This is an optimization exercise on Yosys and OpenROAD, whose aim is small area, a short achievable clock period and few clock cycles, not a production implementation.
Only simulation tests tie the RTL to the original design; equivalence was not proved.

Design MAU, start of the top module:
module MAU (output logic busy,
			output logic [15:0] dbs_output, dbi_output,
			input logic [15:0] data_bus_supr, data_bus_infr,
			input logic [15:0] matRAM,
			input logic start, mode, clk, reset, add_mode);
Size: ~1700 cells after synthesis, ~86 I/O pins.
==> module MAU, before the edit <==
module MAU (output logic busy,
			output logic [15:0] dbs_output, dbi_output,
			input logic [15:0] data_bus_supr, data_bus_infr,
			input logic [15:0] matRAM,
			input logic start, mode, clk, reset, add_mode);
	logic [3:0] step;
	logic [16:0] hold_s, hold_i;
	logic [5:0] mat_neg, mat_one, mat_two, in_neg, in_one, in_two;
	logic [4:0] mat_e;
	logic mat_s;
	logic [17:0] p_m, q_m, r_m, mult_m, norm_m;
	logic [4:0] p_e, q_e, r_e, mult_e, norm_e, norm_sh;
	logic p_s, q_s, r_s, mult_s;
	logic q_large, next_q_large;
	logic [4:0] diff, next_diff;
	logic [17:0] x_sum, align_sum;
	logic [4:0] x_e, align_e;
	logic x_ovf, x_s, align_ovf, align_s;
	logic [6:0] x_d, x_nd, x_d_ovf, d, nd;
	logic [4:0] x_e_inc;
	logic d_pos;
	Booth_Encode11 enc0 (
		.neg(in_neg),
		.one(in_one),
		.two(in_two),
		.b({(|matRAM[14:10]), matRAM[9:0]})
	);
	MAU_Multiplier m_mult0 (
		.c_mantissa(mult_m),
		.c_exponent(mult_e),
		.c_sign(mult_s),
		.a_mantissa(hold_s[10:0]),
		.a_exponent(hold_s[15:11]),
		.a_sign(hold_s[16]),
		.b_exponent(mat_e),
		.b_sign(mat_s),
		.b_neg(mat_neg),
		.b_one(mat_one),
		.b_two(mat_two)
	);
	MAU_Adder_Align m_align0 (
		.sum(align_sum),
		.large_e(align_e),
		.ovf(align_ovf),
		.sign(align_s),
		.q_mantissa(q_m),
		.p_mantissa(p_m),
		.q_exponent(q_e),
		.p_exponent(p_e),
		.q_sign(q_s),
		.p_sign(p_s),
		.q_large(q_large),
		.diff(diff)
	);
	MAU_Adder_Norm m_norm0 (
		.c_mantissa(norm_m),
		.c_exponent(norm_e),
		.sh(norm_sh),
		.sum(x_sum),
		.large_e(x_e),
		.ovf(x_ovf)
	);
	FP_Output_Pipe out0 (
		.FP16(dbs_output),
		.mantissa(r_m),
		.exponent(r_e),
		.sign(r_s)
	);
	FP_Output_Pipe out1 (
		.FP16(dbi_output),
		.mantissa(q_m),
		.exponent(q_e),
		.sign(q_s)
	);
	assign x_e_inc = x_e + 5'd1;
	assign x_d = {2'd0, r_e} - {2'd0, x_e};
	assign x_nd = {2'd0, x_e} - {2'd0, r_e};
	assign x_d_ovf = {2'd0, r_e} - {2'd0, x_e_inc};
	always_comb
	begin
		d = x_ovf ? x_d_ovf : (x_d + {2'd0, norm_sh});
		nd = x_ovf ? -x_d_ovf : (x_nd - {2'd0, norm_sh});
		d_pos = ~d[6] && (d != 7'd0);
		if (step == 4'd8)
		begin
			next_q_large = ~d_pos;
			next_diff = d_pos ? d[4:0] : nd[4:0];
		end
		else
		begin
			next_q_large = p_e > mult_e;
			next_diff = (p_e > mult_e) ? (p_e - mult_e) : (mult_e - p_e);
		end
	end
	assign busy = (step != 4'd0);
	always_ff @ (posedge clk, posedge reset)
	begin
		if (reset)
			step <= 4'd0;
		else if (step == 4'd0)
		begin
			if (start) step <= 4'd1;
		end
		else if ((step == 4'd8 && mode) || step == 4'd10)
			step <= 4'd0;
		else
			step <= step + 4'd1;
	end
	always_ff @ (posedge clk)
	begin
		{mat_neg, mat_one, mat_two, mat_e, mat_s} <= {in_neg, in_one, in_two, matRAM[14:10], matRAM[15]};
		if (step == 4'd1 || (step == 4'd4 && ~(mode && ~add_mode)))
		begin
			hold_s <= {data_bus_supr[15:10], (|data_bus_supr[14:10]), data_bus_supr[9:0]};
			hold_i <= {data_bus_infr[15:10], (|data_bus_infr[14:10]), data_bus_infr[9:0]};
		end
		else if (step == 4'd2 || step == 4'd4 || step == 4'd5)
		begin
			hold_s <= hold_i;
			hold_i <= hold_s;
		end
		if (step == 4'd8)
			{p_m, p_e, p_s} <= {r_m, r_e, r_s};
		else
			{p_m, p_e, p_s} <= {mult_m, mult_e, mult_s};
		if (step == 4'd8)
			{q_m, q_e, q_s} <= {norm_m, norm_e, x_s};
		else if (step == 4'd3 || step == 4'd6)
			{q_m, q_e, q_s} <= {p_m, p_e, p_s};
		q_large <= next_q_large;
		diff <= next_diff;
		{x_sum, x_e, x_ovf, x_s} <= {align_sum, align_e, align_ovf, align_s};
		if (step == 4'd5 || step == 4'd10)
			{r_m, r_e, r_s} <= {norm_m, norm_e, x_s};
	end
endmodule
clock: 10.0 ns
lec_check: 0
cap_margin: 20
core_margin: 2
core_utilization: 40
slew_margin: 20
run.sh (not shown) runs the stock make flow with config.mk's settings and CLKGATE_MAP_FILE= SYNTH_SCRIPT=/design/flow/synth_recipe.tcl, a recipe that flattens the netlist after the stock synthesis.
Testbench counts at the start, summed over its fixed seeds: cycles 32,000.
Rerun with:
--- a/flow/design.v
+++ b/flow/design.v
@@ -335,10 +335,9 @@
 	logic q_large, next_q_large;
 	logic [4:0] diff, next_diff;
 	logic [17:0] x_sum, align_sum;
-	logic [4:0] x_e, align_e;
+	logic [4:0] x_e, align_e, align_e_inc;
 	logic x_ovf, x_s, align_ovf, align_s;
 	logic [6:0] x_d, x_nd, x_d_ovf, d, nd;
-	logic [4:0] x_e_inc;
 	logic d_pos;
 	Booth_Encode11 enc0 (
 		.neg(in_neg),
@@ -393,10 +392,7 @@
 		.exponent(q_e),
 		.sign(q_s)
 	);
-	assign x_e_inc = x_e + 5'd1;
-	assign x_d = {2'd0, r_e} - {2'd0, x_e};
-	assign x_nd = {2'd0, x_e} - {2'd0, r_e};
-	assign x_d_ovf = {2'd0, r_e} - {2'd0, x_e_inc};
+	assign align_e_inc = align_e + 5'd1;
 	always_comb
 	begin
 		d = x_ovf ? x_d_ovf : (x_d + {2'd0, norm_sh});
@@ -451,6 +447,9 @@
 		q_large <= next_q_large;
 		diff <= next_diff;
 		{x_sum, x_e, x_ovf, x_s} <= {align_sum, align_e, align_ovf, align_s};
+		x_d <= {2'd0, r_e} - {2'd0, align_e};
+		x_nd <= {2'd0, align_e} - {2'd0, r_e};
+		x_d_ovf <= {2'd0, r_e} - {2'd0, align_e_inc};
 		if (step == 4'd5 || step == 4'd10)
 			{r_m, r_e, r_s} <= {norm_m, norm_e, x_s};
 	end
Effect: The new run completed with no timing, DRC or antenna violations. Setup slack improves by 610 ps. Critical path depth grows by 1. Clock skew stays flat. Utilization came out lower by 0.33 points. Worst hold slack gets better by 11 ps. Via count goes up slightly.
Testbench counts after the change, summed over its fixed seeds: cycles 32,000.

afterwards: timing with drivers on the ports:
How much do the figures lean on ideal ports? The routed layouts below were timed once more, with nothing changed but the port constraints. Step 1 assumes that a clkbuf_16 drives the clock port and a buf_2 every other input. Step 2 moves the port delays by t, midway between the first and last clock arrival at a register: inputs arrive t later, outputs are due t later. That takes back most of the time a late clock gives input paths. Three values: ideal ports, drivers, drivers and shift; two values: the first two.
run | t, ns | slack for setup (ns) | worst setup path at the end | cell pins on the clock port's net
the first run | 0.519 | 3.702 / 3.702 / 3.702 | register to register | 1
the second run | 0.503 | 4.316 / 4.316 / 4.316 | register to register | 1
After both steps every run listed still meets setup and hold.
